This design comes from an exercise in tuning for small area, a short achievable clock period and few clock cycles per item on the open sky130 flow, not from production work. Function was checked by simulation only, so behaviour that the tests miss may differ from the original. Power and IR drop assume default switching activity.

[design/flow/design.v]
`default_nettype none
module dotPre
  ( input  var logic [7:0]       a0
  , input  var logic [7:0]       b0
  , input  var logic [7:0]       a1
  , input  var logic [7:0]       b1
  , input  var logic [7:0]       a2
  , input  var logic [7:0]       b2
  , input  var logic [7:0]       a3
  , input  var logic [7:0]       b3
  , output var logic [30:0]      v
  );
  logic pp1;
  logic pp2;
  logic pp3;
  logic pp4;
  logic pp5;
  logic pp6;
  logic pp7;
  logic pp8;
  logic pp9;
  logic pp10;
  logic pp11;
  logic pp12;
  logic pp13;
  logic pp14;
  logic pp15;
  logic pp16;
  logic pp17;
  logic pp18;
  logic pp19;
  logic pp20;
  logic pp21;
  logic pp22;
  logic pp23;
  logic pp24;
  logic pp25;
  logic pp26;
  logic pp27;
  logic pp28;
  logic pp29;
  logic pp30;
  logic pp31;
  logic pp32;
  logic pp33;
  logic pp34;
  logic pp35;
  logic pp36;
  logic pp37;
  logic pp38;
  logic pp39;
  logic pp40;
  logic pp41;
  logic pp42;
  logic pp43;
  logic pp44;
  logic pp45;
  logic pp46;
  logic pp47;
  logic pp48;
  logic pp49;
  logic pp50;
  logic pp51;
  logic pp52;
  logic pp53;
  logic pp54;
  logic pp55;
  logic pp56;
  logic pp57;
  logic pp58;
  logic pp59;
  logic pp60;
  logic pp61;
  logic pp62;
  logic pp63;
  logic pp64;
  logic pp65;
  logic pp66;
  logic pp67;
  logic pp68;
  logic pp69;
  logic pp70;
  logic pp71;
  logic pp72;
  logic pp73;
  logic pp74;
  logic pp75;
  logic pp76;
  logic pp77;
  logic pp78;
  logic pp79;
  logic pp80;
  logic pp81;
  logic pp82;
  logic pp83;
  logic pp84;
  logic pp85;
  logic pp86;
  logic pp87;
  logic pp88;
  logic pp89;
  logic pp90;
  logic pp91;
  logic pp92;
  logic pp93;
  logic pp94;
  logic pp95;
  logic pp96;
  logic pp97;
  logic pp98;
  logic pp99;
  logic pp100;
  logic pp101;
  logic pp102;
  logic pp103;
  logic pp104;
  logic pp105;
  logic pp106;
  logic pp107;
  logic pp108;
  logic pp109;
  logic pp110;
  logic pp111;
  logic pp112;
  logic pp113;
  logic pp114;
  logic pp115;
  logic pp116;
  logic pp117;
  logic pp118;
  logic pp119;
  logic pp120;
  logic pp121;
  logic pp122;
  logic pp123;
  logic pp124;
  logic pp125;
  logic pp126;
  logic pp127;
  logic pp128;
  logic pp129;
  logic pp130;
  logic pp131;
  logic pp132;
  logic pp133;
  logic pp134;
  logic pp135;
  logic pp136;
  logic pp137;
  logic pp138;
  logic pp139;
  logic pp140;
  logic pp141;
  logic pp142;
  logic pp143;
  logic pp144;
  logic pp145;
  logic pp146;
  logic pp147;
  logic pp148;
  logic pp149;
  logic pp150;
  logic pp151;
  logic pp152;
  logic pp153;
  logic pp154;
  logic pp155;
  logic pp156;
  logic pp157;
  logic pp158;
  logic pp159;
  logic pp160;
  logic pp161;
  logic pp162;
  logic pp163;
  logic pp164;
  logic pp165;
  logic pp166;
  logic pp167;
  logic pp168;
  logic pp169;
  logic pp170;
  logic pp171;
  logic pp172;
  logic pp173;
  logic pp174;
  logic pp175;
  logic pp176;
  logic pp177;
  logic pp178;
  logic pp179;
  logic pp180;
  logic pp181;
  logic pp182;
  logic pp183;
  logic pp184;
  logic pp185;
  logic pp186;
  logic pp187;
  logic pp188;
  logic pp189;
  logic pp190;
  logic pp191;
  logic pp192;
  logic pp193;
  logic pp194;
  logic pp195;
  logic pp196;
  logic pp197;
  logic pp198;
  logic pp199;
  logic pp200;
  logic pp201;
  logic pp202;
  logic pp203;
  logic pp204;
  logic pp205;
  logic pp206;
  logic pp207;
  logic pp208;
  logic pp209;
  logic pp210;
  logic pp211;
  logic pp212;
  logic pp213;
  logic pp214;
  logic pp215;
  logic pp216;
  logic pp217;
  logic pp218;
  logic pp219;
  logic pp220;
  logic pp221;
  logic pp222;
  logic pp223;
  logic pp224;
  logic pp225;
  logic pp226;
  logic pp227;
  logic pp228;
  logic pp229;
  logic pp230;
  logic pp231;
  logic pp232;
  logic pp233;
  logic pp234;
  logic pp235;
  logic pp236;
  logic pp237;
  logic pp238;
  logic pp239;
  logic pp240;
  logic pp241;
  logic pp242;
  logic pp243;
  logic pp244;
  logic pp245;
  logic pp246;
  logic pp247;
  logic pp248;
  logic pp249;
  logic pp250;
  logic pp251;
  logic pp252;
  logic pp253;
  logic pp254;
  logic pp255;
  logic pp256;
  logic s257;
  logic c258;
  logic s259;
  logic c260;
  logic s261;
  logic c262;
  logic s263;
  logic c264;
  logic s265;
  logic c266;
  logic s267;
  logic c268;
  logic s269;
  logic c270;
  logic s271;
  logic c272;
  logic s273;
  logic c274;
  logic s275;
  logic c276;
  logic s277;
  logic c278;
  logic s279;
  logic c280;
  logic s281;
  logic c282;
  logic s283;
  logic c284;
  logic s285;
  logic c286;
  logic s287;
  logic c288;
  logic s289;
  logic c290;
  logic s291;
  logic c292;
  logic s293;
  logic c294;
  logic s295;
  logic c296;
  logic s297;
  logic c298;
  logic s299;
  logic c300;
  logic s301;
  logic c302;
  logic s303;
  logic c304;
  logic s305;
  logic c306;
  logic s307;
  logic c308;
  logic s309;
  logic c310;
  logic s311;
  logic c312;
  logic s313;
  logic c314;
  logic s315;
  logic c316;
  logic s317;
  logic c318;
  logic s319;
  logic c320;
  logic s321;
  logic c322;
  logic s323;
  logic c324;
  logic s325;
  logic c326;
  logic s327;
  logic c328;
  logic s329;
  logic c330;
  logic s331;
  logic c332;
  logic s333;
  logic c334;
  logic s335;
  logic c336;
  logic s337;
  logic c338;
  logic s339;
  logic c340;
  logic s341;
  logic c342;
  logic s343;
  logic c344;
  logic s345;
  logic c346;
  logic s347;
  logic c348;
  logic s349;
  logic c350;
  logic s351;
  logic c352;
  logic s353;
  logic c354;
  logic s355;
  logic c356;
  logic s357;
  logic c358;
  logic s359;
  logic c360;
  logic s361;
  logic c362;
  logic s363;
  logic c364;
  logic s365;
  logic c366;
  logic s367;
  logic c368;
  logic s369;
  logic c370;
  logic s371;
  logic c372;
  logic s373;
  logic c374;
  logic s375;
  logic c376;
  logic s377;
  logic c378;
  logic s379;
  logic c380;
  logic s381;
  logic c382;
  logic s383;
  logic c384;
  logic s385;
  logic c386;
  logic s387;
  logic c388;
  logic s389;
  logic c390;
  logic s391;
  logic c392;
  logic s393;
  logic c394;
  logic s395;
  logic c396;
  logic s397;
  logic c398;
  logic s399;
  logic c400;
  logic s401;
  logic c402;
  logic s403;
  logic c404;
  logic s405;
  logic c406;
  logic s407;
  logic c408;
  logic s409;
  logic c410;
  logic s411;
  logic c412;
  logic s413;
  logic c414;
  logic s415;
  logic c416;
  logic s417;
  logic c418;
  logic s419;
  logic c420;
  logic s421;
  logic c422;
  logic s423;
  logic c424;
  logic s425;
  logic c426;
  logic s427;
  logic c428;
  logic s429;
  logic c430;
  logic s431;
  logic c432;
  logic s433;
  logic c434;
  logic s435;
  logic c436;
  logic s437;
  logic c438;
  logic s439;
  logic c440;
  logic s441;
  logic c442;
  logic s443;
  logic c444;
  logic s445;
  logic c446;
  logic s447;
  logic c448;
  logic s449;
  logic c450;
  logic s451;
  logic c452;
  logic s453;
  logic c454;
  logic s455;
  logic c456;
  logic s457;
  logic c458;
  logic s459;
  logic c460;
  logic s461;
  logic c462;
  logic s463;
  logic c464;
  logic s465;
  logic c466;
  logic s467;
  logic c468;
  logic s469;
  logic c470;
  logic s471;
  logic c472;
  logic s473;
  logic c474;
  logic s475;
  logic c476;
  logic s477;
  logic c478;
  logic s479;
  logic c480;
  logic s481;
  logic c482;
  logic s483;
  logic c484;
  logic s485;
  logic c486;
  logic s487;
  logic c488;
  logic s489;
  logic c490;
  logic s491;
  logic c492;
  logic s493;
  logic c494;
  logic s495;
  logic c496;
  logic s497;
  logic c498;
  logic s499;
  logic c500;
  logic s501;
  logic c502;
  logic s503;
  logic c504;
  logic s505;
  logic c506;
  logic s507;
  logic c508;
  logic s509;
  logic c510;
  logic s511;
  logic c512;
  logic s513;
  logic c514;
  logic s515;
  logic c516;
  logic s517;
  logic c518;
  logic s519;
  logic c520;
  logic s521;
  logic c522;
  logic s523;
  logic c524;
  logic s525;
  logic c526;
  logic s527;
  logic c528;
  logic s529;
  logic c530;
  logic s531;
  logic c532;
  logic s533;
  logic c534;
  logic s535;
  logic c536;
  logic s537;
  logic c538;
  logic s539;
  logic c540;
  logic s541;
  logic c542;
  logic s543;
  logic c544;
  logic s545;
  logic c546;
  logic s547;
  logic c548;
  logic s549;
  logic c550;
  logic s551;
  logic c552;
  logic s553;
  logic c554;
  logic s555;
  logic c556;
  logic s557;
  logic c558;
  logic s559;
  logic c560;
  logic s561;
  logic c562;
  logic s563;
  logic c564;
  logic s565;
  logic c566;
  logic s567;
  logic c568;
  logic s569;
  logic c570;
  logic s571;
  logic c572;
  logic s573;
  logic c574;
  logic s575;
  logic c576;
  logic s577;
  logic c578;
  logic s579;
  logic c580;
  logic s581;
  logic c582;
  logic s583;
  logic c584;
  logic s585;
  logic c586;
  logic s587;
  logic c588;
  logic s589;
  logic c590;
  logic s591;
  logic c592;
  logic s593;
  logic c594;
  logic s595;
  logic c596;
  logic s597;
  logic c598;
  logic s599;
  logic c600;
  logic s601;
  logic c602;
  logic s603;
  logic c604;
  logic s605;
  logic c606;
  logic s607;
  logic c608;
  logic s609;
  logic c610;
  logic s611;
  logic c612;
  logic s613;
  logic c614;
  logic s615;
  logic c616;
  logic s617;
  logic c618;
  logic s619;
  logic c620;
  logic s621;
  logic c622;
  logic s623;
  logic c624;
  logic s625;
  logic c626;
  logic s627;
  logic c628;
  logic s629;
  logic c630;
  logic s631;
  logic c632;
  logic s633;
  logic c634;
  logic s635;
  logic c636;
  logic s637;
  logic c638;
  logic s639;
  logic c640;
  logic s641;
  logic c642;
  logic s643;
  logic c644;
  logic s645;
  logic c646;
  logic s647;
  logic c648;
  logic s649;
  logic c650;
  logic s651;
  logic c652;
  logic s653;
  logic c654;
  logic s655;
  logic c656;
  logic s657;
  logic c658;
  logic s659;
  logic c660;
  logic s661;
  logic c662;
  logic s663;
  logic c664;
  logic s665;
  logic c666;
  logic s667;
  logic c668;
  logic s669;
  logic c670;
  logic s671;
  logic c672;
  logic s673;
  logic c674;
  logic s675;
  logic c676;
  logic s677;
  logic c678;
  logic s679;
  logic c680;
  logic s681;
  logic c682;
  logic s683;
  logic c684;
  logic s685;
  logic c686;
  logic s687;
  logic c688;
  logic s689;
  logic c690;
  logic s691;
  logic c692;
  logic s693;
  logic c694;
  logic s695;
  logic c696;
  logic s697;
  logic c698;
  logic s699;
  logic c700;
  logic s701;
  logic c702;
  logic s703;
  logic c704;
  logic s705;
  logic c706;
  assign pp1 = ~(a0[0] & b0[0]);
  assign pp2 = ~(a0[0] & b0[1]);
  assign pp3 = ~(a0[0] & b0[2]);
  assign pp4 = ~(a0[0] & b0[3]);
  assign pp5 = ~(a0[0] & b0[4]);
  assign pp6 = ~(a0[0] & b0[5]);
  assign pp7 = ~(a0[0] & b0[6]);
  assign pp8 = ~(a0[0] & b0[7]);
  assign pp9 = ~(a0[1] & b0[0]);
  assign pp10 = ~(a0[1] & b0[1]);
  assign pp11 = ~(a0[1] & b0[2]);
  assign pp12 = ~(a0[1] & b0[3]);
  assign pp13 = ~(a0[1] & b0[4]);
  assign pp14 = ~(a0[1] & b0[5]);
  assign pp15 = ~(a0[1] & b0[6]);
  assign pp16 = ~(a0[1] & b0[7]);
  assign pp17 = ~(a0[2] & b0[0]);
  assign pp18 = ~(a0[2] & b0[1]);
  assign pp19 = ~(a0[2] & b0[2]);
  assign pp20 = ~(a0[2] & b0[3]);
  assign pp21 = ~(a0[2] & b0[4]);
  assign pp22 = ~(a0[2] & b0[5]);
  assign pp23 = ~(a0[2] & b0[6]);
  assign pp24 = ~(a0[2] & b0[7]);
  assign pp25 = ~(a0[3] & b0[0]);
  assign pp26 = ~(a0[3] & b0[1]);
  assign pp27 = ~(a0[3] & b0[2]);
  assign pp28 = ~(a0[3] & b0[3]);
  assign pp29 = ~(a0[3] & b0[4]);
  assign pp30 = ~(a0[3] & b0[5]);
  assign pp31 = ~(a0[3] & b0[6]);
  assign pp32 = ~(a0[3] & b0[7]);
  assign pp33 = ~(a0[4] & b0[0]);
  assign pp34 = ~(a0[4] & b0[1]);
  assign pp35 = ~(a0[4] & b0[2]);
  assign pp36 = ~(a0[4] & b0[3]);
  assign pp37 = ~(a0[4] & b0[4]);
  assign pp38 = ~(a0[4] & b0[5]);
  assign pp39 = ~(a0[4] & b0[6]);
  assign pp40 = ~(a0[4] & b0[7]);
  assign pp41 = ~(a0[5] & b0[0]);
  assign pp42 = ~(a0[5] & b0[1]);
  assign pp43 = ~(a0[5] & b0[2]);
  assign pp44 = ~(a0[5] & b0[3]);
  assign pp45 = ~(a0[5] & b0[4]);
  assign pp46 = ~(a0[5] & b0[5]);
  assign pp47 = ~(a0[5] & b0[6]);
  assign pp48 = ~(a0[5] & b0[7]);
  assign pp49 = ~(a0[6] & b0[0]);
  assign pp50 = ~(a0[6] & b0[1]);
  assign pp51 = ~(a0[6] & b0[2]);
  assign pp52 = ~(a0[6] & b0[3]);
  assign pp53 = ~(a0[6] & b0[4]);
  assign pp54 = ~(a0[6] & b0[5]);
  assign pp55 = ~(a0[6] & b0[6]);
  assign pp56 = ~(a0[6] & b0[7]);
  assign pp57 = ~(a0[7] & b0[0]);
  assign pp58 = ~(a0[7] & b0[1]);
  assign pp59 = ~(a0[7] & b0[2]);
  assign pp60 = ~(a0[7] & b0[3]);
  assign pp61 = ~(a0[7] & b0[4]);
  assign pp62 = ~(a0[7] & b0[5]);
  assign pp63 = ~(a0[7] & b0[6]);
  assign pp64 = ~(a0[7] & b0[7]);
  assign pp65 = ~(a1[0] & b1[0]);
  assign pp66 = ~(a1[0] & b1[1]);
  assign pp67 = ~(a1[0] & b1[2]);
  assign pp68 = ~(a1[0] & b1[3]);
  assign pp69 = ~(a1[0] & b1[4]);
  assign pp70 = ~(a1[0] & b1[5]);
  assign pp71 = ~(a1[0] & b1[6]);
  assign pp72 = ~(a1[0] & b1[7]);
  assign pp73 = ~(a1[1] & b1[0]);
  assign pp74 = ~(a1[1] & b1[1]);
  assign pp75 = ~(a1[1] & b1[2]);
  assign pp76 = ~(a1[1] & b1[3]);
  assign pp77 = ~(a1[1] & b1[4]);
  assign pp78 = ~(a1[1] & b1[5]);
  assign pp79 = ~(a1[1] & b1[6]);
  assign pp80 = ~(a1[1] & b1[7]);
  assign pp81 = ~(a1[2] & b1[0]);
  assign pp82 = ~(a1[2] & b1[1]);
  assign pp83 = ~(a1[2] & b1[2]);
  assign pp84 = ~(a1[2] & b1[3]);
  assign pp85 = ~(a1[2] & b1[4]);
  assign pp86 = ~(a1[2] & b1[5]);
  assign pp87 = ~(a1[2] & b1[6]);
  assign pp88 = ~(a1[2] & b1[7]);
  assign pp89 = ~(a1[3] & b1[0]);
  assign pp90 = ~(a1[3] & b1[1]);
  assign pp91 = ~(a1[3] & b1[2]);
  assign pp92 = ~(a1[3] & b1[3]);
  assign pp93 = ~(a1[3] & b1[4]);
  assign pp94 = ~(a1[3] & b1[5]);
  assign pp95 = ~(a1[3] & b1[6]);
  assign pp96 = ~(a1[3] & b1[7]);
  assign pp97 = ~(a1[4] & b1[0]);
  assign pp98 = ~(a1[4] & b1[1]);
  assign pp99 = ~(a1[4] & b1[2]);
  assign pp100 = ~(a1[4] & b1[3]);
  assign pp101 = ~(a1[4] & b1[4]);
  assign pp102 = ~(a1[4] & b1[5]);
  assign pp103 = ~(a1[4] & b1[6]);
  assign pp104 = ~(a1[4] & b1[7]);
  assign pp105 = ~(a1[5] & b1[0]);
  assign pp106 = ~(a1[5] & b1[1]);
  assign pp107 = ~(a1[5] & b1[2]);
  assign pp108 = ~(a1[5] & b1[3]);
  assign pp109 = ~(a1[5] & b1[4]);
  assign pp110 = ~(a1[5] & b1[5]);
  assign pp111 = ~(a1[5] & b1[6]);
  assign pp112 = ~(a1[5] & b1[7]);
  assign pp113 = ~(a1[6] & b1[0]);
  assign pp114 = ~(a1[6] & b1[1]);
  assign pp115 = ~(a1[6] & b1[2]);
  assign pp116 = ~(a1[6] & b1[3]);
  assign pp117 = ~(a1[6] & b1[4]);
  assign pp118 = ~(a1[6] & b1[5]);
  assign pp119 = ~(a1[6] & b1[6]);
  assign pp120 = ~(a1[6] & b1[7]);
  assign pp121 = ~(a1[7] & b1[0]);
  assign pp122 = ~(a1[7] & b1[1]);
  assign pp123 = ~(a1[7] & b1[2]);
  assign pp124 = ~(a1[7] & b1[3]);
  assign pp125 = ~(a1[7] & b1[4]);
  assign pp126 = ~(a1[7] & b1[5]);
  assign pp127 = ~(a1[7] & b1[6]);
  assign pp128 = ~(a1[7] & b1[7]);
  assign pp129 = ~(a2[0] & b2[0]);
  assign pp130 = ~(a2[0] & b2[1]);
  assign pp131 = ~(a2[0] & b2[2]);
  assign pp132 = ~(a2[0] & b2[3]);
  assign pp133 = ~(a2[0] & b2[4]);
  assign pp134 = ~(a2[0] & b2[5]);
  assign pp135 = ~(a2[0] & b2[6]);
  assign pp136 = ~(a2[0] & b2[7]);
  assign pp137 = ~(a2[1] & b2[0]);
  assign pp138 = ~(a2[1] & b2[1]);
  assign pp139 = ~(a2[1] & b2[2]);
  assign pp140 = ~(a2[1] & b2[3]);
  assign pp141 = ~(a2[1] & b2[4]);
  assign pp142 = ~(a2[1] & b2[5]);
  assign pp143 = ~(a2[1] & b2[6]);
  assign pp144 = ~(a2[1] & b2[7]);
  assign pp145 = ~(a2[2] & b2[0]);
  assign pp146 = ~(a2[2] & b2[1]);
  assign pp147 = ~(a2[2] & b2[2]);
  assign pp148 = ~(a2[2] & b2[3]);
  assign pp149 = ~(a2[2] & b2[4]);
  assign pp150 = ~(a2[2] & b2[5]);
  assign pp151 = ~(a2[2] & b2[6]);
  assign pp152 = ~(a2[2] & b2[7]);
  assign pp153 = ~(a2[3] & b2[0]);
  assign pp154 = ~(a2[3] & b2[1]);
  assign pp155 = ~(a2[3] & b2[2]);
  assign pp156 = ~(a2[3] & b2[3]);
  assign pp157 = ~(a2[3] & b2[4]);
  assign pp158 = ~(a2[3] & b2[5]);
  assign pp159 = ~(a2[3] & b2[6]);
  assign pp160 = ~(a2[3] & b2[7]);
  assign pp161 = ~(a2[4] & b2[0]);
  assign pp162 = ~(a2[4] & b2[1]);
  assign pp163 = ~(a2[4] & b2[2]);
  assign pp164 = ~(a2[4] & b2[3]);
  assign pp165 = ~(a2[4] & b2[4]);
  assign pp166 = ~(a2[4] & b2[5]);
  assign pp167 = ~(a2[4] & b2[6]);
  assign pp168 = ~(a2[4] & b2[7]);
  assign pp169 = ~(a2[5] & b2[0]);
  assign pp170 = ~(a2[5] & b2[1]);
  assign pp171 = ~(a2[5] & b2[2]);
  assign pp172 = ~(a2[5] & b2[3]);
  assign pp173 = ~(a2[5] & b2[4]);
  assign pp174 = ~(a2[5] & b2[5]);
  assign pp175 = ~(a2[5] & b2[6]);
  assign pp176 = ~(a2[5] & b2[7]);
  assign pp177 = ~(a2[6] & b2[0]);
  assign pp178 = ~(a2[6] & b2[1]);
  assign pp179 = ~(a2[6] & b2[2]);
  assign pp180 = ~(a2[6] & b2[3]);
  assign pp181 = ~(a2[6] & b2[4]);
  assign pp182 = ~(a2[6] & b2[5]);
  assign pp183 = ~(a2[6] & b2[6]);
  assign pp184 = ~(a2[6] & b2[7]);
  assign pp185 = ~(a2[7] & b2[0]);
  assign pp186 = ~(a2[7] & b2[1]);
  assign pp187 = ~(a2[7] & b2[2]);
  assign pp188 = ~(a2[7] & b2[3]);
  assign pp189 = ~(a2[7] & b2[4]);
  assign pp190 = ~(a2[7] & b2[5]);
  assign pp191 = ~(a2[7] & b2[6]);
  assign pp192 = ~(a2[7] & b2[7]);
  assign pp193 = ~(a3[0] & b3[0]);
  assign pp194 = ~(a3[0] & b3[1]);
  assign pp195 = ~(a3[0] & b3[2]);
  assign pp196 = ~(a3[0] & b3[3]);
  assign pp197 = ~(a3[0] & b3[4]);
  assign pp198 = ~(a3[0] & b3[5]);
  assign pp199 = ~(a3[0] & b3[6]);
  assign pp200 = ~(a3[0] & b3[7]);
  assign pp201 = ~(a3[1] & b3[0]);
  assign pp202 = ~(a3[1] & b3[1]);
  assign pp203 = ~(a3[1] & b3[2]);
  assign pp204 = ~(a3[1] & b3[3]);
  assign pp205 = ~(a3[1] & b3[4]);
  assign pp206 = ~(a3[1] & b3[5]);
  assign pp207 = ~(a3[1] & b3[6]);
  assign pp208 = ~(a3[1] & b3[7]);
  assign pp209 = ~(a3[2] & b3[0]);
  assign pp210 = ~(a3[2] & b3[1]);
  assign pp211 = ~(a3[2] & b3[2]);
  assign pp212 = ~(a3[2] & b3[3]);
  assign pp213 = ~(a3[2] & b3[4]);
  assign pp214 = ~(a3[2] & b3[5]);
  assign pp215 = ~(a3[2] & b3[6]);
  assign pp216 = ~(a3[2] & b3[7]);
  assign pp217 = ~(a3[3] & b3[0]);
  assign pp218 = ~(a3[3] & b3[1]);
  assign pp219 = ~(a3[3] & b3[2]);
  assign pp220 = ~(a3[3] & b3[3]);
  assign pp221 = ~(a3[3] & b3[4]);
  assign pp222 = ~(a3[3] & b3[5]);
  assign pp223 = ~(a3[3] & b3[6]);
  assign pp224 = ~(a3[3] & b3[7]);
  assign pp225 = ~(a3[4] & b3[0]);
  assign pp226 = ~(a3[4] & b3[1]);
  assign pp227 = ~(a3[4] & b3[2]);
  assign pp228 = ~(a3[4] & b3[3]);
  assign pp229 = ~(a3[4] & b3[4]);
  assign pp230 = ~(a3[4] & b3[5]);
  assign pp231 = ~(a3[4] & b3[6]);
  assign pp232 = ~(a3[4] & b3[7]);
  assign pp233 = ~(a3[5] & b3[0]);
  assign pp234 = ~(a3[5] & b3[1]);
  assign pp235 = ~(a3[5] & b3[2]);
  assign pp236 = ~(a3[5] & b3[3]);
  assign pp237 = ~(a3[5] & b3[4]);
  assign pp238 = ~(a3[5] & b3[5]);
  assign pp239 = ~(a3[5] & b3[6]);
  assign pp240 = ~(a3[5] & b3[7]);
  assign pp241 = ~(a3[6] & b3[0]);
  assign pp242 = ~(a3[6] & b3[1]);
  assign pp243 = ~(a3[6] & b3[2]);
  assign pp244 = ~(a3[6] & b3[3]);
  assign pp245 = ~(a3[6] & b3[4]);
  assign pp246 = ~(a3[6] & b3[5]);
  assign pp247 = ~(a3[6] & b3[6]);
  assign pp248 = ~(a3[6] & b3[7]);
  assign pp249 = ~(a3[7] & b3[0]);
  assign pp250 = ~(a3[7] & b3[1]);
  assign pp251 = ~(a3[7] & b3[2]);
  assign pp252 = ~(a3[7] & b3[3]);
  assign pp253 = ~(a3[7] & b3[4]);
  assign pp254 = ~(a3[7] & b3[5]);
  assign pp255 = ~(a3[7] & b3[6]);
  assign pp256 = ~(a3[7] & b3[7]);
  fullAdder u_s257 (.a(pp1), .b(pp65), .c(pp129), .s(s257), .co(c258));
  fullAdder u_s259 (.a(pp2), .b(pp9), .c(pp66), .s(s259), .co(c260));
  fullAdder u_s261 (.a(pp73), .b(pp130), .c(pp137), .s(s261), .co(c262));
  fullAdder u_s263 (.a(pp3), .b(pp10), .c(pp17), .s(s263), .co(c264));
  fullAdder u_s265 (.a(pp67), .b(pp74), .c(pp81), .s(s265), .co(c266));
  fullAdder u_s267 (.a(pp131), .b(pp138), .c(pp145), .s(s267), .co(c268));
  fullAdder u_s269 (.a(pp195), .b(pp202), .c(pp209), .s(s269), .co(c270));
  fullAdder u_s271 (.a(pp4), .b(pp11), .c(pp18), .s(s271), .co(c272));
  fullAdder u_s273 (.a(pp25), .b(pp68), .c(pp75), .s(s273), .co(c274));
  fullAdder u_s275 (.a(pp82), .b(pp89), .c(pp132), .s(s275), .co(c276));
  fullAdder u_s277 (.a(pp139), .b(pp146), .c(pp153), .s(s277), .co(c278));
  fullAdder u_s279 (.a(pp196), .b(pp203), .c(pp210), .s(s279), .co(c280));
  fullAdder u_s281 (.a(pp5), .b(pp12), .c(pp19), .s(s281), .co(c282));
  fullAdder u_s283 (.a(pp26), .b(pp33), .c(pp69), .s(s283), .co(c284));
  fullAdder u_s285 (.a(pp76), .b(pp83), .c(pp90), .s(s285), .co(c286));
  fullAdder u_s287 (.a(pp97), .b(pp133), .c(pp140), .s(s287), .co(c288));
  fullAdder u_s289 (.a(pp147), .b(pp154), .c(pp161), .s(s289), .co(c290));
  fullAdder u_s291 (.a(pp197), .b(pp204), .c(pp211), .s(s291), .co(c292));
  fullAdder u_s293 (.a(pp6), .b(pp13), .c(pp20), .s(s293), .co(c294));
  fullAdder u_s295 (.a(pp27), .b(pp34), .c(pp41), .s(s295), .co(c296));
  fullAdder u_s297 (.a(pp70), .b(pp77), .c(pp84), .s(s297), .co(c298));
  fullAdder u_s299 (.a(pp91), .b(pp98), .c(pp105), .s(s299), .co(c300));
  fullAdder u_s301 (.a(pp134), .b(pp141), .c(pp148), .s(s301), .co(c302));
  fullAdder u_s303 (.a(pp155), .b(pp162), .c(pp169), .s(s303), .co(c304));
  fullAdder u_s305 (.a(pp198), .b(pp205), .c(pp212), .s(s305), .co(c306));
  fullAdder u_s307 (.a(pp219), .b(pp226), .c(pp233), .s(s307), .co(c308));
  fullAdder u_s309 (.a(pp7), .b(pp14), .c(pp21), .s(s309), .co(c310));
  fullAdder u_s311 (.a(pp28), .b(pp35), .c(pp42), .s(s311), .co(c312));
  fullAdder u_s313 (.a(pp49), .b(pp71), .c(pp78), .s(s313), .co(c314));
  fullAdder u_s315 (.a(pp85), .b(pp92), .c(pp99), .s(s315), .co(c316));
  fullAdder u_s317 (.a(pp106), .b(pp113), .c(pp135), .s(s317), .co(c318));
  fullAdder u_s319 (.a(pp142), .b(pp149), .c(pp156), .s(s319), .co(c320));
  fullAdder u_s321 (.a(pp163), .b(pp170), .c(pp177), .s(s321), .co(c322));
  fullAdder u_s323 (.a(pp199), .b(pp206), .c(pp213), .s(s323), .co(c324));
  fullAdder u_s325 (.a(pp220), .b(pp227), .c(pp234), .s(s325), .co(c326));
  fullAdder u_s327 (.a(pp8), .b(pp15), .c(pp22), .s(s327), .co(c328));
  fullAdder u_s329 (.a(pp29), .b(pp36), .c(pp43), .s(s329), .co(c330));
  fullAdder u_s331 (.a(pp50), .b(pp57), .c(pp72), .s(s331), .co(c332));
  fullAdder u_s333 (.a(pp79), .b(pp86), .c(pp93), .s(s333), .co(c334));
  fullAdder u_s335 (.a(pp100), .b(pp107), .c(pp114), .s(s335), .co(c336));
  fullAdder u_s337 (.a(pp121), .b(pp136), .c(pp143), .s(s337), .co(c338));
  fullAdder u_s339 (.a(pp150), .b(pp157), .c(pp164), .s(s339), .co(c340));
  fullAdder u_s341 (.a(pp171), .b(pp178), .c(pp185), .s(s341), .co(c342));
  fullAdder u_s343 (.a(pp200), .b(pp207), .c(pp214), .s(s343), .co(c344));
  fullAdder u_s345 (.a(pp221), .b(pp228), .c(pp235), .s(s345), .co(c346));
  fullAdder u_s347 (.a(pp16), .b(pp23), .c(pp30), .s(s347), .co(c348));
  fullAdder u_s349 (.a(pp37), .b(pp44), .c(pp51), .s(s349), .co(c350));
  fullAdder u_s351 (.a(pp58), .b(pp80), .c(pp87), .s(s351), .co(c352));
  fullAdder u_s353 (.a(pp94), .b(pp101), .c(pp108), .s(s353), .co(c354));
  fullAdder u_s355 (.a(pp115), .b(pp122), .c(pp144), .s(s355), .co(c356));
  fullAdder u_s357 (.a(pp151), .b(pp158), .c(pp165), .s(s357), .co(c358));
  fullAdder u_s359 (.a(pp172), .b(pp179), .c(pp186), .s(s359), .co(c360));
  fullAdder u_s361 (.a(pp208), .b(pp215), .c(pp222), .s(s361), .co(c362));
  fullAdder u_s363 (.a(pp229), .b(pp236), .c(pp243), .s(s363), .co(c364));
  fullAdder u_s365 (.a(pp24), .b(pp31), .c(pp38), .s(s365), .co(c366));
  fullAdder u_s367 (.a(pp45), .b(pp52), .c(pp59), .s(s367), .co(c368));
  fullAdder u_s369 (.a(pp88), .b(pp95), .c(pp102), .s(s369), .co(c370));
  fullAdder u_s371 (.a(pp109), .b(pp116), .c(pp123), .s(s371), .co(c372));
  fullAdder u_s373 (.a(pp152), .b(pp159), .c(pp166), .s(s373), .co(c374));
  fullAdder u_s375 (.a(pp173), .b(pp180), .c(pp187), .s(s375), .co(c376));
  fullAdder u_s377 (.a(pp216), .b(pp223), .c(pp230), .s(s377), .co(c378));
  fullAdder u_s379 (.a(pp237), .b(pp244), .c(pp251), .s(s379), .co(c380));
  fullAdder u_s381 (.a(pp32), .b(pp39), .c(pp46), .s(s381), .co(c382));
  fullAdder u_s383 (.a(pp53), .b(pp60), .c(pp96), .s(s383), .co(c384));
  fullAdder u_s385 (.a(pp103), .b(pp110), .c(pp117), .s(s385), .co(c386));
  fullAdder u_s387 (.a(pp124), .b(pp160), .c(pp167), .s(s387), .co(c388));
  fullAdder u_s389 (.a(pp174), .b(pp181), .c(pp188), .s(s389), .co(c390));
  fullAdder u_s391 (.a(pp224), .b(pp231), .c(pp238), .s(s391), .co(c392));
  fullAdder u_s393 (.a(pp40), .b(pp47), .c(pp54), .s(s393), .co(c394));
  fullAdder u_s395 (.a(pp61), .b(pp104), .c(pp111), .s(s395), .co(c396));
  fullAdder u_s397 (.a(pp118), .b(pp125), .c(pp168), .s(s397), .co(c398));
  fullAdder u_s399 (.a(pp175), .b(pp182), .c(pp189), .s(s399), .co(c400));
  fullAdder u_s401 (.a(pp232), .b(pp239), .c(pp246), .s(s401), .co(c402));
  fullAdder u_s403 (.a(pp48), .b(pp55), .c(pp62), .s(s403), .co(c404));
  fullAdder u_s405 (.a(pp112), .b(pp119), .c(pp126), .s(s405), .co(c406));
  fullAdder u_s407 (.a(pp176), .b(pp183), .c(pp190), .s(s407), .co(c408));
  fullAdder u_s409 (.a(pp240), .b(pp247), .c(pp254), .s(s409), .co(c410));
  fullAdder u_s411 (.a(pp56), .b(pp63), .c(pp120), .s(s411), .co(c412));
  fullAdder u_s413 (.a(pp127), .b(pp184), .c(pp191), .s(s413), .co(c414));
  fullAdder u_s415 (.a(pp64), .b(pp128), .c(pp192), .s(s415), .co(c416));
  fullAdder u_s417 (.a(pp194), .b(pp201), .c(c258), .s(s417), .co(c418));
  fullAdder u_s419 (.a(c260), .b(c262), .c(s263), .s(s419), .co(c420));
  fullAdder u_s421 (.a(s265), .b(s267), .c(s269), .s(s421), .co(c422));
  fullAdder u_s423 (.a(pp217), .b(c264), .c(c266), .s(s423), .co(c424));
  fullAdder u_s425 (.a(c268), .b(c270), .c(s271), .s(s425), .co(c426));
  fullAdder u_s427 (.a(s273), .b(s275), .c(s277), .s(s427), .co(c428));
  fullAdder u_s429 (.a(pp218), .b(pp225), .c(c272), .s(s429), .co(c430));
  fullAdder u_s431 (.a(c274), .b(c276), .c(c278), .s(s431), .co(c432));
  fullAdder u_s433 (.a(c280), .b(s281), .c(s283), .s(s433), .co(c434));
  fullAdder u_s435 (.a(s285), .b(s287), .c(s289), .s(s435), .co(c436));
  fullAdder u_s437 (.a(c282), .b(c284), .c(c286), .s(s437), .co(c438));
  fullAdder u_s439 (.a(c288), .b(c290), .c(c292), .s(s439), .co(c440));
  fullAdder u_s441 (.a(s293), .b(s295), .c(s297), .s(s441), .co(c442));
  fullAdder u_s443 (.a(s299), .b(s301), .c(s303), .s(s443), .co(c444));
  fullAdder u_s445 (.a(pp241), .b(c294), .c(c296), .s(s445), .co(c446));
  fullAdder u_s447 (.a(c298), .b(c300), .c(c302), .s(s447), .co(c448));
  fullAdder u_s449 (.a(c304), .b(c306), .c(c308), .s(s449), .co(c450));
  fullAdder u_s451 (.a(s309), .b(s311), .c(s313), .s(s451), .co(c452));
  fullAdder u_s453 (.a(s315), .b(s317), .c(s319), .s(s453), .co(c454));
  fullAdder u_s455 (.a(s321), .b(s323), .c(s325), .s(s455), .co(c456));
  fullAdder u_s457 (.a(pp242), .b(pp249), .c(c310), .s(s457), .co(c458));
  fullAdder u_s459 (.a(c312), .b(c314), .c(c316), .s(s459), .co(c460));
  fullAdder u_s461 (.a(c318), .b(c320), .c(c322), .s(s461), .co(c462));
  fullAdder u_s463 (.a(c324), .b(c326), .c(s327), .s(s463), .co(c464));
  fullAdder u_s465 (.a(s329), .b(s331), .c(s333), .s(s465), .co(c466));
  fullAdder u_s467 (.a(s335), .b(s337), .c(s339), .s(s467), .co(c468));
  fullAdder u_s469 (.a(s341), .b(s343), .c(s345), .s(s469), .co(c470));
  fullAdder u_s471 (.a(pp250), .b(c328), .c(c330), .s(s471), .co(c472));
  fullAdder u_s473 (.a(c332), .b(c334), .c(c336), .s(s473), .co(c474));
  fullAdder u_s475 (.a(c338), .b(c340), .c(c342), .s(s475), .co(c476));
  fullAdder u_s477 (.a(c344), .b(c346), .c(s347), .s(s477), .co(c478));
  fullAdder u_s479 (.a(s349), .b(s351), .c(s353), .s(s479), .co(c480));
  fullAdder u_s481 (.a(s355), .b(s357), .c(s359), .s(s481), .co(c482));
  fullAdder u_s483 (.a(c348), .b(c350), .c(c352), .s(s483), .co(c484));
  fullAdder u_s485 (.a(c354), .b(c356), .c(c358), .s(s485), .co(c486));
  fullAdder u_s487 (.a(c360), .b(c362), .c(c364), .s(s487), .co(c488));
  fullAdder u_s489 (.a(s365), .b(s367), .c(s369), .s(s489), .co(c490));
  fullAdder u_s491 (.a(s371), .b(s373), .c(s375), .s(s491), .co(c492));
  fullAdder u_s493 (.a(pp245), .b(pp252), .c(c366), .s(s493), .co(c494));
  fullAdder u_s495 (.a(c368), .b(c370), .c(c372), .s(s495), .co(c496));
  fullAdder u_s497 (.a(c374), .b(c376), .c(c378), .s(s497), .co(c498));
  fullAdder u_s499 (.a(c380), .b(s381), .c(s383), .s(s499), .co(c500));
  fullAdder u_s501 (.a(s385), .b(s387), .c(s389), .s(s501), .co(c502));
  fullAdder u_s503 (.a(pp253), .b(c382), .c(c384), .s(s503), .co(c504));
  fullAdder u_s505 (.a(c386), .b(c388), .c(c390), .s(s505), .co(c506));
  fullAdder u_s507 (.a(c392), .b(s393), .c(s395), .s(s507), .co(c508));
  fullAdder u_s509 (.a(s397), .b(s399), .c(s401), .s(s509), .co(c510));
  fullAdder u_s511 (.a(c394), .b(c396), .c(c398), .s(s511), .co(c512));
  fullAdder u_s513 (.a(c400), .b(c402), .c(s403), .s(s513), .co(c514));
  fullAdder u_s515 (.a(s405), .b(s407), .c(s409), .s(s515), .co(c516));
  fullAdder u_s517 (.a(pp248), .b(pp255), .c(c404), .s(s517), .co(c518));
  fullAdder u_s519 (.a(c406), .b(c408), .c(c410), .s(s519), .co(c520));
  fullAdder u_s521 (.a(pp256), .b(c412), .c(c414), .s(s521), .co(c522));
  fullAdder u_s523 (.a(s259), .b(s261), .c(s417), .s(s523), .co(c524));
  fullAdder u_s525 (.a(c418), .b(s419), .c(s421), .s(s525), .co(c526));
  fullAdder u_s527 (.a(s279), .b(s423), .c(c420), .s(s527), .co(c528));
  fullAdder u_s529 (.a(c422), .b(s425), .c(s427), .s(s529), .co(c530));
  fullAdder u_s531 (.a(s291), .b(c424), .c(s429), .s(s531), .co(c532));
  fullAdder u_s533 (.a(s431), .b(c426), .c(c428), .s(s533), .co(c534));
  fullAdder u_s535 (.a(s305), .b(s307), .c(c430), .s(s535), .co(c536));
  fullAdder u_s537 (.a(c432), .b(s437), .c(s439), .s(s537), .co(c538));
  fullAdder u_s539 (.a(c434), .b(c436), .c(s441), .s(s539), .co(c540));
  fullAdder u_s541 (.a(c438), .b(c440), .c(s445), .s(s541), .co(c542));
  fullAdder u_s543 (.a(s447), .b(s449), .c(c442), .s(s543), .co(c544));
  fullAdder u_s545 (.a(c444), .b(s451), .c(s453), .s(s545), .co(c546));
  fullAdder u_s547 (.a(c446), .b(c448), .c(c450), .s(s547), .co(c548));
  fullAdder u_s549 (.a(s457), .b(s459), .c(s461), .s(s549), .co(c550));
  fullAdder u_s551 (.a(c452), .b(c454), .c(c456), .s(s551), .co(c552));
  fullAdder u_s553 (.a(s463), .b(s465), .c(s467), .s(s553), .co(c554));
  fullAdder u_s555 (.a(s361), .b(s363), .c(c458), .s(s555), .co(c556));
  fullAdder u_s557 (.a(c460), .b(c462), .c(s471), .s(s557), .co(c558));
  fullAdder u_s559 (.a(s473), .b(s475), .c(c464), .s(s559), .co(c560));
  fullAdder u_s561 (.a(c466), .b(c468), .c(c470), .s(s561), .co(c562));
  fullAdder u_s563 (.a(s477), .b(s479), .c(s481), .s(s563), .co(c564));
  fullAdder u_s565 (.a(s377), .b(s379), .c(c472), .s(s565), .co(c566));
  fullAdder u_s567 (.a(c474), .b(c476), .c(s483), .s(s567), .co(c568));
  fullAdder u_s569 (.a(s485), .b(s487), .c(c478), .s(s569), .co(c570));
  fullAdder u_s571 (.a(c480), .b(c482), .c(s489), .s(s571), .co(c572));
  fullAdder u_s573 (.a(s391), .b(c484), .c(c486), .s(s573), .co(c574));
  fullAdder u_s575 (.a(c488), .b(s493), .c(s495), .s(s575), .co(c576));
  fullAdder u_s577 (.a(s497), .b(c490), .c(c492), .s(s577), .co(c578));
  fullAdder u_s579 (.a(c494), .b(c496), .c(c498), .s(s579), .co(c580));
  fullAdder u_s581 (.a(s503), .b(s505), .c(c500), .s(s581), .co(c582));
  fullAdder u_s583 (.a(c502), .b(s507), .c(s509), .s(s583), .co(c584));
  fullAdder u_s585 (.a(c504), .b(c506), .c(s511), .s(s585), .co(c586));
  fullAdder u_s587 (.a(c508), .b(c510), .c(s513), .s(s587), .co(c588));
  fullAdder u_s589 (.a(s411), .b(s413), .c(c512), .s(s589), .co(c590));
  fullAdder u_s591 (.a(s517), .b(s519), .c(c514), .s(s591), .co(c592));
  fullAdder u_s593 (.a(s415), .b(c518), .c(c520), .s(s593), .co(c594));
  fullAdder u_s595 (.a(s527), .b(c526), .c(s529), .s(s595), .co(c596));
  fullAdder u_s597 (.a(s433), .b(s435), .c(c528), .s(s597), .co(c598));
  fullAdder u_s599 (.a(s531), .b(s533), .c(c530), .s(s599), .co(c600));
  fullAdder u_s601 (.a(s443), .b(s535), .c(c532), .s(s601), .co(c602));
  fullAdder u_s603 (.a(c534), .b(s537), .c(s539), .s(s603), .co(c604));
  fullAdder u_s605 (.a(s455), .b(c536), .c(c538), .s(s605), .co(c606));
  fullAdder u_s607 (.a(s541), .b(s543), .c(c540), .s(s607), .co(c608));
  fullAdder u_s609 (.a(s469), .b(s547), .c(c542), .s(s609), .co(c610));
  fullAdder u_s611 (.a(c544), .b(s549), .c(s551), .s(s611), .co(c612));
  fullAdder u_s613 (.a(c548), .b(s555), .c(c550), .s(s613), .co(c614));
  fullAdder u_s615 (.a(c552), .b(s557), .c(s559), .s(s615), .co(c616));
  fullAdder u_s617 (.a(s561), .b(c554), .c(s563), .s(s617), .co(c618));
  fullAdder u_s619 (.a(s491), .b(c556), .c(s565), .s(s619), .co(c620));
  fullAdder u_s621 (.a(c558), .b(c560), .c(c562), .s(s621), .co(c622));
  fullAdder u_s623 (.a(s567), .b(s569), .c(c564), .s(s623), .co(c624));
  fullAdder u_s625 (.a(s499), .b(s501), .c(c566), .s(s625), .co(c626));
  fullAdder u_s627 (.a(s573), .b(c568), .c(c570), .s(s627), .co(c628));
  fullAdder u_s629 (.a(s575), .b(s577), .c(c572), .s(s629), .co(c630));
  fullAdder u_s631 (.a(c574), .b(s579), .c(c576), .s(s631), .co(c632));
  fullAdder u_s633 (.a(c578), .b(s581), .c(s583), .s(s633), .co(c634));
  fullAdder u_s635 (.a(s515), .b(c580), .c(c582), .s(s635), .co(c636));
  fullAdder u_s637 (.a(s585), .b(c584), .c(s587), .s(s637), .co(c638));
  fullAdder u_s639 (.a(c516), .b(s589), .c(c586), .s(s639), .co(c640));
  fullAdder u_s641 (.a(s521), .b(c590), .c(s593), .s(s641), .co(c642));
  fullAdder u_s643 (.a(c416), .b(c522), .c(c594), .s(s643), .co(c644));
  fullAdder u_s645 (.a(s597), .b(s599), .c(c596), .s(s645), .co(c646));
  fullAdder u_s647 (.a(c598), .b(s601), .c(c600), .s(s647), .co(c648));
  fullAdder u_s649 (.a(s545), .b(c602), .c(s605), .s(s649), .co(c650));
  fullAdder u_s651 (.a(c546), .b(s553), .c(c606), .s(s651), .co(c652));
  fullAdder u_s653 (.a(s609), .b(c608), .c(s611), .s(s653), .co(c654));
  fullAdder u_s655 (.a(c610), .b(s613), .c(c612), .s(s655), .co(c656));
  fullAdder u_s657 (.a(s571), .b(c614), .c(s619), .s(s657), .co(c658));
  fullAdder u_s659 (.a(s621), .b(c616), .c(s623), .s(s659), .co(c660));
  fullAdder u_s661 (.a(c620), .b(c622), .c(s625), .s(s661), .co(c662));
  fullAdder u_s663 (.a(s627), .b(c624), .c(s629), .s(s663), .co(c664));
  fullAdder u_s665 (.a(c626), .b(c628), .c(s631), .s(s665), .co(c666));
  fullAdder u_s667 (.a(c632), .b(s635), .c(c634), .s(s667), .co(c668));
  fullAdder u_s669 (.a(s591), .b(c588), .c(c636), .s(s669), .co(c670));
  fullAdder u_s671 (.a(c592), .b(c640), .c(s641), .s(s671), .co(c672));
  fullAdder u_s673 (.a(s603), .b(s647), .c(c646), .s(s673), .co(c674));
  fullAdder u_s675 (.a(s607), .b(c604), .c(c648), .s(s675), .co(c676));
  fullAdder u_s677 (.a(s651), .b(c650), .c(s653), .s(s677), .co(c678));
  fullAdder u_s679 (.a(s615), .b(s617), .c(c652), .s(s679), .co(c680));
  fullAdder u_s681 (.a(c618), .b(c656), .c(s657), .s(s681), .co(c682));
  fullAdder u_s683 (.a(s661), .b(c658), .c(c660), .s(s683), .co(c684));
  fullAdder u_s685 (.a(c630), .b(s633), .c(c662), .s(s685), .co(c686));
  fullAdder u_s687 (.a(s637), .b(c666), .c(s667), .s(s687), .co(c688));
  fullAdder u_s689 (.a(s639), .b(c638), .c(s669), .s(s689), .co(c690));
  fullAdder u_s691 (.a(c642), .b(s643), .c(c672), .s(s691), .co(c692));
  fullAdder u_s693 (.a(s649), .b(s675), .c(c674), .s(s693), .co(c694));
  fullAdder u_s695 (.a(s655), .b(c654), .c(s679), .s(s695), .co(c696));
  fullAdder u_s697 (.a(s659), .b(c680), .c(s681), .s(s697), .co(c698));
  fullAdder u_s699 (.a(s663), .b(c682), .c(s683), .s(s699), .co(c700));
  fullAdder u_s701 (.a(s665), .b(c664), .c(s685), .s(s701), .co(c702));
  fullAdder u_s703 (.a(c668), .b(s689), .c(c688), .s(s703), .co(c704));
  fullAdder u_s705 (.a(c670), .b(s671), .c(c690), .s(s705), .co(c706));
  assign v = {c692, c644, c706, s691, c704, s705, s703, c702, s687, c686, c700, s701, c684, c698, s699, c696, s697, s695, c678, c694, s677, c676, s693, s673, s645, s595, s525, c524, s523, s257, pp193};
endmodule
module dotPost
  ( input  var logic [30:0]      v
  , output var logic [17:0]      s
  );
  logic s707;
  logic c708;
  logic s709;
  logic c710;
  logic s711;
  logic c712;
  logic s713;
  logic c714;
  logic s715;
  logic c716;
  logic s717;
  logic c718;
  fullAdder u_s707 (.a(v[9]), .b(v[10]), .c(1'b1), .s(s707), .co(c708));
  fullAdder u_s709 (.a(v[12]), .b(v[13]), .c(1'b1), .s(s709), .co(c710));
  fullAdder u_s711 (.a(v[14]), .b(v[15]), .c(1'b1), .s(s711), .co(c712));
  fullAdder u_s713 (.a(v[16]), .b(v[17]), .c(1'b1), .s(s713), .co(c714));
  fullAdder u_s715 (.a(v[18]), .b(v[19]), .c(v[20]), .s(s715), .co(c716));
  fullAdder u_s717 (.a(v[21]), .b(v[22]), .c(v[23]), .s(s717), .co(c718));
  logic [17:0] raN, rbN;
  assign raN = {1'b1, v[29], v[27], v[25], v[24], s717, s715, s713, s711, s709, v[11], v[8], v[7], v[6], v[5], v[3], v[2], v[0]};
  assign rbN = {1'b1, v[30], v[28], v[26], c718, c716, c714, c712, c710, c708, s707, 1'b1, 1'b1, 1'b1, 1'b1, v[4], 1'b1, v[1]};
  assign s = ~(raN + rbN + 18'd1);
endmodule
module fullAdder
  ( input  var logic a
  , input  var logic b
  , input  var logic c
  , output var logic s
  , output var logic co
  );
  assign s = a ^ b ^ c;
  assign co = (a & b) | (a & c) | (b & c);
endmodule
`resetall
`default_nettype none
module preArray
  ( input  var logic [3:0][3:0][7:0]       i_a
  , input  var logic [3:0][3:0][7:0]       i_b
  , output var logic [3:0][3:0][30:0]     o_v
  );
  for (genvar i = 0; i < 4; i++) begin: PerRow
    for (genvar j = 0; j < 4; j++) begin: PerCol
      dotPre u_dotPre
      ( .a0 (i_a[i][0]), .b0 (i_b[0][j])
      , .a1 (i_a[i][1]), .b1 (i_b[1][j])
      , .a2 (i_a[i][2]), .b2 (i_b[2][j])
      , .a3 (i_a[i][3]), .b3 (i_b[3][j])
      , .v  (o_v[i][j])
      );
    end: PerCol
  end: PerRow
endmodule
module postArray
  ( input  var logic [3:0][3:0][30:0]     i_v
  , output var logic [3:0][3:0][17:0]      o_c
  );
  for (genvar i = 0; i < 4; i++) begin: PerRow
    for (genvar j = 0; j < 4; j++) begin: PerCol
      dotPost u_dotPost
      ( .v (i_v[i][j])
      , .s (o_c[i][j])
      );
    end: PerCol
  end: PerRow
endmodule
`resetall
`default_nettype none
module topSystolicArray
  ( input  var logic                  i_clk
  , input  var logic                  i_arst
  , input  var logic [3:0][3:0][7:0]  i_a
  , input  var logic [3:0][3:0][7:0]  i_b
  , input  var logic                  i_validInput
  , output var logic [3:0][3:0][31:0] o_c
  , output var logic                  o_validResult
  );
  logic validResult_q;
  always_ff @(posedge i_clk, posedge i_arst)
    if (i_arst)
      validResult_q <= 1'b0;
    else
      validResult_q <= i_validInput;
  always_comb
    o_validResult = validResult_q;
  logic [3:0][3:0][30:0] tree_d, tree_q;
  preArray u_preArray
  ( .i_a (i_a)
  , .i_b (i_b)
  , .o_v (tree_d)
  );
  always_ff @(posedge i_clk)
    tree_q <= tree_d;
  logic [3:0][3:0][17:0] c;
  postArray u_postArray
  ( .i_v (tree_q)
  , .o_c (c)
  );
  for (genvar i = 0; i < 4; i++) begin: PerRow
    for (genvar j = 0; j < 4; j++) begin: PerCol
      always_comb
        o_c[i][j] = {14'd0, c[i][j]};
    end: PerCol
  end: PerRow
endmodule
`resetall
[design/flow/flow/run.sh]
#!/bin/bash
# The standard layout, with every port buffered by a buf_4 instead of the
# cell buffer_ports picks by default (a slow delay cell).
set -e
cp standard.sh standard.sh.copy.log
echo 'export BUFFER_PORTS_ARGS = -buffer_cell sky130_fd_sc_hd__buf_4' >> config.mk
bash standard.sh > standard.log 2>&1
[design/flow/standard.sh]
#!/bin/bash
# synth_recipe.tcl (not shown) runs the flow's synth.tcl, then flattens the netlist and writes it again
# the make line also repeats each setting of config.mk as NAME=value (left out here)
make -C /OpenROAD-flow-scripts/flow DESIGN_CONFIG=/design/flow/config.mk WORK_HOME=/design/flow/orfs CLKGATE_MAP_FILE= SYNTH_SCRIPT=/design/flow/synth_recipe.tcl "${@:-finish}"
[design/flow/config.mk]
export PLATFORM = sky130hd
export DESIGN_NAME = topSystolicArray
export DESIGN_NICKNAME = topSystolicArray
export VERILOG_FILES = /design/flow/design.v
export SDC_FILE = /design/flow/constraint.sdc
export NUM_CORES = 4
export LEC_CHECK = 0
export CAP_MARGIN = 20
export CORE_MARGIN = 2
export CORE_UTILIZATION = 40
export SETUP_SLACK_MARGIN = 1.5
export SLEW_MARGIN = 20
export SYNTH_HIERARCHICAL = 1
export SYNTH_MINIMUM_KEEP_SIZE = 0
export BUFFER_PORTS_ARGS = -buffer_cell sky130_fd_sc_hd__buf_4
[design/flow/constraint.sdc]
create_clock -name core_clock -period 7.0 [get_ports {i_clk}]
set_input_delay 1.4000 -clock core_clock [delete_from_list [all_inputs] [get_ports {i_clk}]]
set_output_delay 1.4000 -clock core_clock [all_outputs]
set_load 0.01 [all_outputs]
==> results of run 1 <==
[power breakdown]
part	switching (mW)	internal, mW
clock network	1.65	2.32
registers	0.880	5.07
logic	30.5	22.2
[cell type report]
class	count	area [um^2]
flip-flops and latches	497	9950
clock inverters	37	477
multi-input cells	9424	101000
repair buffers	556	4170
well taps	4180	5230
clock buffers	97	2020
diodes	17	42.5
inverters	65	244
fillers	30900	194000
[registers in the layout, summed over array words and instances, names as in the netlist]
register / flops
tree_q: 496
validResult_q: 1
[per-module statistics from Yosys, one instance, submodules excluded, a selection]
module	cells	flops+latches	cell area, um^2
dotPost	89	0	686
fullAdder	1	0	20.0
dotPre	351	0	1920
topSystolicArray	723	497	11600
[final timing paths]
kind	startpoint	to	slack, ns
max in group asynchronous	i_arst	validResult_q	6.40
min in group core_clock	i_validInput	validResult_q	0.78
min	i_arst	validResult_q	0.51
max	tree_q[421]	o_c[432]	1.55
[kinds of logic after synthesis]
kind of cell | after synthesis | share of synthesized area
adders and majority gates | 3904 | 0.602
AOI/OAI and AO/OA | 496 | 0.0300
buffers and inverters | 1809 | 0.135
DFF | 497 | 0.0782
and+or+nand+nor | 4512 | 0.139
xor gates and xnor gates | 224 | 0.0154
other | 17 | 0.000501
[stage by stage]
| stage | std cells | cell area, um^2 | worst slack [ns] | util | power, mW |
|---|---|---|---|---|---|
| floorplan | 11700 | 128000 | 1.93 | - | 50.8 |
| global placement | 14700 | 121000 | 1.30 | 0.381 | 58.2 |
| detailed placement | 14700 | 121000 | 1.27 | 0.381 | 58.8 |
| CTS | 14900 | 123000 | 1.42 | 0.389 | 63.3 |
| global route | 14900 | 123000 | 1.41 | 0.389 | 68.8 |
| finish | 14900 | 123000 | 1.55 | 0.389 | 62.6 |
[placed cells by master, fill, tap and decap left out, types with 17 or more instances in the layout]
cell type | netlist | routed
a211oi_2 | 32 | 32
inv_1 | 65 | 65
o21ai_1 | 32 | 32
diode_2 | 0 | 17
xnor2_1 | 96 | 92
o211ai_1 | 32 | 32
buf_4 | 720 | 556
conb_1 | 17 | 288
clkbuf_16 | 0 | 73
nand4_1 | 32 | 32
a21oi_1 | 112 | 112
o21a_1 | 48 | 48
nand2_1 | 4176 | 4176
fa_1 | 3696 | 3696
a31oi_1 | 32 | 32
nor2_1 | 128 | 128
ha_1 | 208 | 208
dfxtp_1 | 496 | 496
o21ai_0 | 32 | 32
xor2_1 | 128 | 127
[layer usage]
layer	vias to the layer above	routed length, um
met1	46300	167000
met2	7425	214000
met3	1752	65600
met4	10	29900
met5	-	63
li1	31900	-
[repair_timing]
| item | in CTS | in global routing |
|---|---|---|
| gates cloned | 0 | 0 |
| setup endpoints to repair | 3 | 3 |
| resized for setup | 3 | 2 |
==> run notes, run 1 <==
Rel. slew slack=0.217; leading area contributor after synthesis=fa_1; Post-CTS Setup Bufs=0; Least-Margin Pin Slew=1.17 ns; register area share after synthesis=0.0782; crit path buf inv count=1; post-route ant nets=0; warning count from the yosys run=7; Critical Path Max Stage Delay=approximately 0.65 ns; CP Data Required Time=approximately 5.6 ns; CTS tree=done; largest net degree at the start of global routing=33; CTS sink count=between 400 and 500; critical path class=reg2out; Critical Path Fanout Max=4; top cell type's share of synthesized area=0.581; met3 usage=0.105; met2 usage=0.456; final WL=~480 mm; Die Wd=approximately 570 um; P per Cell Area=508 nW/um^2; setup TNS=0 ns; final hold violations=0; hpwl dp=314 mm; Most Crowded Layer GR=met2; Via-to-Cell Ratio=5.88; Final GP Congestion=0.887; area grow syn2layout=-3.09%; H-tree levels=3; slowest CP cell=fa_1; via count of the routed design=87400; PortBufs=547; Levels on crit path=8; Worst-path clk slew=~0.06 ns; Syn Inst Count=11500; Worst VDD drop=0.719 mV; crit path capture type=output pin; Max Clock Freq=183 MHz; Num CTS Buffers=73; Row Count=207; met1 usage in global routing=0.366; type of origin of the critical path=register; Layout Nets=14800; TritonRoute pass-1 iters=9; fin crit share=0.779; list of most frequent post-synthesis cells=nand2_1 (4176), fa_1 (3696), buf_6 (1024); Worst EP arrival=4.05 ns; Global Route Usage Sum=0.296; synthesized area=127000 um^2; aggregate global routing overflow=0; die area=323000 um^2; status=no timing/DRC/antenna violations; cell family with most CP delay=compound AO/OA/AOI/OAI gates; top_reg_cell synth=dfxtp_1; root buffer cell=clkbuf_16; proportion of layout cells with a drive suffix above 1=0.0773; post-synth cell types=42; Starting Density=0.401; LEAKAGE=around 43 nW; top-level port count=772; FFs w/ async S/R, synth=0.00201; core area=317000 um^2; Die Height=approximately 570 um; DRT iter0 DRCs=11100; Syn Area/Cell=11.1 um^2; CTS Buffer Depth=3; DRC=0; Hold Path Class=in2async; RSZ-0062 raised after global routing=yes; fin crit period=5.45 ns; first-pass GRT wire length=682 mm; initial antenna violation count=41; Min Hold Slack=about 0.5 ns; DR WL/cell=32.0 um; synth top area cells=fa_1 (58%), nand2_1 (12%), buf_6 (9.1%); setup violators final=0; number of global-route vias before repair=slightly below 100k; Synth Register Bits=about 500; hold buffers post-CTS=0; Pins Over Slew Limit=0; worst-path cell chain=fa_1 > ha_1 > and2_1 > a221oi_1 > a21boi_1 > o21ai_1 > xnor2_4 > buf_4; Post-synth EDFFs=0; Max Cap Viol=0; most common cell in the synthesized netlist=nand2_1
Testbench counts, summed over its fixed seeds: cycles 1,016, items 512.
==> run 2, diff against run 1 <==
--- a/design/flow/config.mk
+++ b/design/flow/config.mk
@@ -10,3 +10,3 @@
 export CORE_UTILIZATION = 40
-export SETUP_SLACK_MARGIN = 1.5
+export SETUP_SLACK_MARGIN = 2.0
 export SLEW_MARGIN = 20
==> run 2 against run 1 <==
Compared with the run above: via count grew 1.4%; utilization increased by 0.24 points; area after synthesis stayed put; sequential share of layout area barely moved; cell count hardly changed; sequential power about the same; worst hold slack lost 0.023 ns; global-route usage up 0.41 points; critical path type unchanged; highest routed layer unchanged.
==> run notes, run 2 <==
warning count from the yosys run=7 (unchanged); CP startpoint=tree_q[142]; leading cell types in the layout, fill and taps excluded=nand2_1 (4176), fa_1 (3616), dfxtp_1 (496), buf_4 (481), conb_1 (288); met2 usage=0.453 (-0.00342); Final GP Congestion=0.912 (+2.9%); Multi-input gate area=102000 um^2 (+0.53%); leading area contributor after synthesis=fa_1; via count of the routed design=88700 (+1.4%); synthesized area=127000 um^2 (unchanged); total power=62.9 mW (+0.44%); Worst VDD drop=0.639 mV (-11%); dpl cells=14700 (-0.034%); area grow syn2layout=-2.49%; LEAKAGE=42.9 nW (+0.40%); fin crit period=5.12 ns (-0.337 ns); Row Count=207 (unchanged); post-synth cell types=42 (unchanged); Synth Register Bits=497 (unchanged); initial antenna violation count=44 (+7.3%); Via-to-Cell Ratio=5.97 (+1.5%); # fillers=30700 (-0.62%); top_reg_cell synth=dfxtp_1; Die Wd=568 um (unchanged); P per Cell Area=507 nW/um^2 (-0.17%); Starting Density=0.401 (unchanged); Layout Nets=14800 (-0.034%); setup violators final=0 (unchanged); core area=317000 um^2 (unchanged); FFs w/ async S/R, synth=0.00201 (unchanged); number of global-route vias before repair=97100 (+0.98%); DR WL/cell=32.6 um (+1.8%); Global Route Usage Sum=0.300 (+0.00407); PortBufs=547 (unchanged); type of origin of the critical path=register; CTS sink count=497 (unchanged); Least-Margin Pin Slew=1.02 ns (-0.150 ns); DRT iter0 DRCs=11000 (-0.33%); root buffer cell=clkbuf_16; critical path class=reg2out; top-level port count=772 (unchanged); die area=323000 um^2 (unchanged); Die Height=568 um (unchanged); H-tree levels=3 (unchanged); Critical Path Fanout Max=4 (unchanged); register area share after synthesis=0.0782 (unchanged); Pins Over Slew Limit=0 (unchanged); TritonRoute pass-1 iters=9 (unchanged); first-pass GRT wire length=689 mm (+1.0%); final hold violations=0 (unchanged); Hold Path Class=in2async; final WL=485 mm (+1.7%); DRC=0 (unchanged); Worst EP arrival=3.72 ns (-0.33 ns); hold buffers post-CTS=0 (unchanged); non-filler cells, final=14900 (-0.061%); Syn Area/Cell=11.1 um^2 (unchanged); CTS Buffer Depth=3 (unchanged); largest net degree at the start of global routing=33 (unchanged); list of most frequent post-synthesis cells=nand2_1 (4176), fa_1 (3696), buf_6 (1024); hpwl dp=314 mm (+0.14%); crit path capture type=output pin; setup TNS=0 ns (unchanged); Syn Inst Count=11500 (unchanged); CTS tree=done; Post-synth EDFFs=0 (unchanged); Num CTS Buffers=70 (-4.1%); aggregate global routing overflow=0 (unchanged); most common cell in the synthesized netlist=nand2_1; post-route ant nets=0 (unchanged); status=no timing/DRC/antenna violations; Max Clock Freq=195 MHz (+6.6%); met1 usage in global routing=0.362 (-0.00369); fin crit share=0.731 (-0.0482); top cell type's share of synthesized area=0.581 (unchanged); commonest non-fill, non-tap cell in the layout=nand2_1; Sequential cell area=9950 um^2 (unchanged); met3 usage=0.117 (+0.0124); Rel. slew slack=0.317 (+0.101); CP Data Required Time=5.60 ns (about the same); proportion of layout cells with a drive suffix above 1=0.0891 (+0.0118); Worst-path clk slew=0.06 ns (about the same); Max Cap Viol=0 (unchanged); Largest regs=tree_q: 496 flops, validResult_q: 1 flops; max reg flops=496 (unchanged); RSZ-0062 raised after global routing=yes; most flop-heavy register=tree_q; synth top area cells=fa_1 (58%), nand2_1 (12%), buf_6 (9.1%); Most Crowded Layer GR=met2
run 2: cell counts after synthesis:
Identical to the previous run, type by type.
run 2: per-module statistics from Yosys, one instance, submodules excluded, excerpt:
module	flops+latches	times used	cell area, um^2
dotPost	0	16	686
dotPre	0	16	1920
fullAdder	0	3696	20.0
topSystolicArray	497	1	11600
run 2: metal layers:
| layer | vias to the layer above | part of all wire |
|---|---|---|
| met2 | 8147 | 0.44 |
| met5 | - | 0.00048 |
| li1 | 31900 | - |
| met1 | 46600 | 0.34 |
| met4 | 34 | 0.074 |
| met3 | 2001 | 0.15 |
run 2: power breakdown:
group | internal [mW] | switching, mW | leakage (nW)
Sequential | 5.07 | 0.889 | 4.19
Clock | 2.31 | 1.67 | 1.19
Combinational | 22.6 | 30.4 | 37.6
Total | 30.0 | 33.0 | 42.9
run 2: worst max-delay path: stages, from the launching register on:
cell and delay [ns]:
dfxtp_1 0.32, fa_1 0.52, ha_1 0.36, and2_1 0.25
a221oi_2 0.39, a21boi_2 0.35, o21ai_1 0.17, xnor2_2 0.41
buf_4 0.21
run 2: layout make-up:
cell class,instances,area share
flip-flops and latches,497,0.0802
multi-input cells,9424,0.820
repair buffers,554,0.0357
clock buffers,94,0.0160
clock inverters,32,0.00378
diodes,18,0.000363
well taps,4180,0.0421
inverters,65,0.00197
run 2: kinds of logic (layout without fill, tap and decap cells):
kind of cell | after synthesis | in the layout | share of synthesized area
AND/OR/NAND/NOR | 4512 | 4512 | 0.139
adder cells (fa/ha/maj) | 3904 | 3904 | 0.602
other | 17 | 306 | 0.000501
flip-flops | 497 | 497 | 0.0782
XOR/XNOR | 224 | 224 | 0.0154
AO/OA/AOI/OAI | 496 | 496 | 0.0300
buffers and inverters | 1809 | 745 | 0.135
run 2: how the worst max path moves through the flow:
stage | slack (ns) | end | cells past startpoint
after floorplan | 2.00 | tree_q[109] | 10
after global placement | 1.31 | tree_q[295] | 9
after detailed placement | 1.26 | tree_q[326] | 9
after CTS | 1.88 | o_c[144] | 8
after global routing | 1.86 | o_c[144] | 8
final | 1.88 | o_c[144] | 8
run 2: through the flow:
stage          hold slack, ns  utilization  area (um^2)  setup WS, ns
2_1_floorplan            1.13            -       128000          2.00
3_3_place_gp             1.24        0.381       121000          1.31
3_5_place_dp             1.25        0.381       121000          1.26
4_1_cts                 0.420        0.390       124000          1.88
5_1_grt                 0.456        0.391       124000          1.86
6_report                0.486        0.391       124000          1.88
run 2: repair_timing:
action | 4_1_cts | 5_1_grt
endpoints found under the setup margin | 27 | 82
buffers inserted | 0 | 3
resized for setup | 37 | 99
pin swaps | 5 | 7

==> separate check: timing with driven ports <==
The flow's constraints put no driver on any port. The routed layouts listed below were extracted and timed again, unchanged, in two steps. Step 1, drivers: a clkbuf_16 drives i_clk and a buf_2 each remaining input, both assumed. Step 2, shift: input delay + t, output delay - t, t = (earliest + latest rising clock arrival at the registers) / 2. This alone moves slack from input paths to output paths. a / b / c = no drivers / after step 1 / after step 2; a / b = the first two.
run | t (ns) | setup slack, ns | worst register clock-pin slew, ns
run 1 | 0.814 | 1.546 / 1.440 / 1.068 | 0.07 / 0.07
run 2 | 0.832 | 1.883 / 1.778 / 1.160 | 0.09 / 0.09
After both steps every run listed still meets setup and hold. For run 2, which loses most, drivers alone change the setup slack by -0.105 ns; drivers and shift together by -0.723 ns.
